This design comes from an exercise in tuning for small area, a short achievable clock period and few clock cycles on the open sky130 flow, not from production work. RTL that was checked went through simulation tests only; none was proved equivalent to the original. Power figures rest on the tool's default switching activity, not on a simulated workload.

==> flow/design.v (excerpt) <==
module geofence ( clk,reset,X,Y,valid,is_inside);
input clk;
input reset;
input [9:0] X;
input [9:0] Y;
output reg valid;
output reg is_inside;
localparam FIRST = 2'd0, USCAN = 2'd1, WSCAN = 2'd2, MULW = 2'd3;
reg [3:0] cnt;
reg [9:0] px, py;        
reg [21:0] q5;           
reg [29:0] q4;           
reg [25:0] q3, q2, q1, q0;   
reg [15:0] m;            
reg [1:0] st;
reg pass;                
reg two;
reg [3:0] rs;            
reg [2:0] pcnt;          
reg [2:0] wcnt;          
reg have_u, have_w, more;
reg [3:0] bcnt;          
reg signed [10:0] ux, uy, wx, wy;
reg signed [12:0] acc, d;
reg done, res;           
function [10:0] sub10;
    input [9:0] a, b;
    reg [10:0] g, p, gn, pn;
    integer l, j;
    begin
        g = {a & ~b, 1'b1};
        p = {~(a ^ b), 1'b0};
        for (l = 1; l < 16; l = l * 2) begin
            for (j = 0; j < 11; j = j + 1) begin
                if (j >= l) begin
                    gn[j] = g[j] | (p[j] & g[j-l]);
                    pn[j] = p[j] & p[j-l];
                end else begin
                    gn[j] = g[j];
                    pn[j] = p[j];
                end
            end
            g = gn;
  ...
Size in the first run: about 1500 cells after synthesis, ~290 flip-flops, about 24 I/O pins, roughly 15000 um2 of cells after synthesis.
export LEC_CHECK = 0
export ABC_CLOCK_PERIOD_IN_PS = 1800
export CAP_MARGIN = 20
export CORE_MARGIN = 2
export CORE_UTILIZATION = 40
export SETUP_SLACK_MARGIN = 5.0
export SLEW_MARGIN = 20
create_clock -name core_clock -period 8.0 [get_ports {clk}]
run.sh (not shown) runs the stock make flow with config.mk's settings and CLKGATE_MAP_FILE= SYNTH_SCRIPT=/design/flow/synth_recipe.tcl, a recipe that flattens the netlist after the stock synthesis.
The first run finished clean.
Then changed:
ABC_CLOCK_PERIOD_IN_PS = 2500   (was 1800)
The changed run finished clean.
Routed wire length stays the same.
Sequential share of layout area is unchanged.
Synthesized cell count stays the same.
Total power does not change.
Worst hold slack does not change.
Count of clock-buffer cells in the layout is unchanged.
Setup slack is unchanged.
Function was not checked in any run of this note: the RTL went through the layout flow alone.

* * *

Another version of the RTL of geofence (not shown whole).
Size: roughly 1700 cells after synthesis, ~280 flip-flops, about 24 I/O pins, ~14000 um2 of cells after synthesis.
Design geofence, start of the top module:
module geofence ( clk,reset,X,Y,valid,is_inside);
input clk;
input reset;
input [9:0] X;
input [9:0] Y;
output reg valid;
output reg is_inside;
reg [3:0] cnt;
reg [9:0] px, py;        
reg [21:0] q5;           
reg [29:0] q4;           
reg [21:0] q3, q2, q1, q0;   
reg [15:0] m;            
reg prep;                
reg pass;                
reg two;
reg [3:0] ri;            
reg [2:0] pcnt;          
reg [2:0] rp;            
reg [2:0] cu, cw;        
reg [2:0] pu, pw;        
reg have_u, have_w;
reg [3:0] bcnt;          
reg signed [10:0] ux, uy, wx, wy;
reg signed [11:0] acc, d;
reg neg;                 
reg done, res;           
function [10:0] sub10;
    input [9:0] a, b;
    reg [10:0] g, p, gn, pn;
    integer l, j;
    begin
        g = {a & ~b, 1'b1};
        p = {~(a ^ b), 1'b0};
        for (l = 1; l < 16; l = l * 2) begin
            for (j = 0; j < 11; j = j + 1) begin
                if (j >= l) begin
                    gn[j] = g[j] | (p[j] & g[j-l]);
                    pn[j] = p[j] & p[j-l];
                end else begin
                    gn[j] = g[j];
                    pn[j] = p[j];
                end
            end
            g = gn;
            p = pn;
        end
        sub10 = {~g[10], ~(a ^ b) ^ g[9:0]};
    end
endfunction
wire signed [10:0] dx = sub10(X, px);
wire signed [10:0] dy = sub10(Y, py);
function neg13;
    input [12:0] a, b;
    reg [11:0] g, p, gn, pn;
    integer l, j;
    begin
        g = a[11:0] & b[11:0];
        p = a[11:0] | b[11:0];
        for (l = 1; l < 12; l = l * 2) begin
            for (j = 0; j < 12; j = j + 1) begin
                if (j >= l) begin
                    gn[j] = g[j] | (p[j] & g[j-l]);
                    pn[j] = p[j] & p[j-l];
                end else begin
                    gn[j] = g[j];
                    pn[j] = p[j];
                end
            end
            g = gn;
            p = pn;
        end
        neg13 = a[12] ^ b[12] ^ g[11];
    end
endfunction
wire signed [10:0] vx = q5[21:11];
wire signed [10:0] vy = q5[10:0];
  ...
export LEC_CHECK = 0
export ABC_AREA = 1
export CAP_MARGIN = 20
export CORE_MARGIN = 2
export CORE_UTILIZATION = 60
export CTS_BUF_LIST = sky130_fd_sc_hd__clkbuf_16
export CTS_CLUSTER_DIAMETER = 80
export CTS_CLUSTER_SIZE = 24
export GPL_ROUTABILITY_DRIVEN = 0
export PLACE_DENSITY = 0.75
export SETUP_SLACK_MARGIN = 5.0
export SLEW_MARGIN = 20
create_clock -name core_clock -period 8.0 [get_ports {clk}]
The starting point finished with timing, DRC and antenna clean.
Testbench counts at the start, summed over its fixed seeds: cycles 7,195.
Edit:
- GPL_ROUTABILITY_DRIVEN: 0 -> default
- PLACE_DENSITY: 0.75 -> 0.9
Core utilization went up by 0.61 points. Synthesized cell count is unchanged. Clock skew goes up by 0.015 ns.
Edit:
- PLACE_DENSITY: 0.9 -> 0.75
What happened: The new run finished with timing, DRC and antenna clean. Die area is unchanged. Area after synthesis stays the same. First-iteration DRC count fell by 30%.

* * *

geofence, a different RTL version from the one above (not shown whole).
Size: about 24 I/O pins.
Settings: LEC_CHECK=0, CAP_MARGIN=20, CORE_MARGIN=2, CORE_UTILIZATION=40, SETUP_SLACK_MARGIN=5.0, SLEW_MARGIN=20; clock period 8.0 ns.
Testbench counts at the start, summed over its fixed seeds: cycles 7,918.
==> next run, changes <==
--- a/flow/config.mk
+++ b/flow/config.mk
@@ -10,2 +10,4 @@
 export CORE_UTILIZATION = 40
+export CTS_BUF_LIST = sky130_fd_sc_hd__clkbuf_8
+export CTS_CLUSTER_SIZE = 30
 export SETUP_SLACK_MARGIN = 5.0
=>
- design area is about the same
- register-to-register slack gets better by 0.05 ns
- setup slack gets better by 0.047 ns
- cell count is higher by 2.0%
- total power went down by 2.6%
- die area is unchanged
- combinational power hardly moves

what the ideal ports hide:
The results above use ideal ports. As a check the final layouts listed here were re-extracted and re-timed, cells and wires unchanged.
Step 1 (the two cells are an assumption about what drives the block):
set clk [get_ports {clk}]
set_driving_cell -lib_cell sky130_fd_sc_hd__clkbuf_16 $clk
set_driving_cell -lib_cell sky130_fd_sc_hd__buf_2 [delete_from_list [all_inputs] $clk]
Step 2, shift: input delay + t, output delay - t, t = (earliest + latest rising clock arrival at the registers) / 2. This alone moves slack from input paths to output paths.
Slacks: ideal ports / drivers / drivers and shift; pairs: ideal ports / drivers.
| run | t (ns) | slack for setup (ns) | worst setup path at the end | cell pins on the clock port's net |
|---|---|---|---|---|
| the first run of note 1 | 0.611 | 3.944 / 3.944 / 3.944 | register to register | 1 |
| the second run of note 1 | 0.611 | 3.944 / 3.944 / 3.944 | register to register | 1 |
| the first run of note 2 | 0.528 | 5.052 / 5.075 / 4.546 | input to register | 1 |
| the second run of note 2 | 0.546 | 4.917 / 4.935 / 4.390 | input to register | 1 |
| the third run of note 2 | 0.542 | 5.065 / 5.092 / 4.550 | input to register | 1 |
| the first run of note 3 | 0.605 | 4.965 / 4.965 / 4.506 | input to register | 1 |
| the second run of note 3 | 0.615 | 5.011 / 5.011 / 4.492 | input to register | 1 |
After both steps every run listed still meets setup and hold. The setup slack of the second run of note 2, which loses most, moves by +0.018 ns with the drivers and by -0.527 ns with both steps.
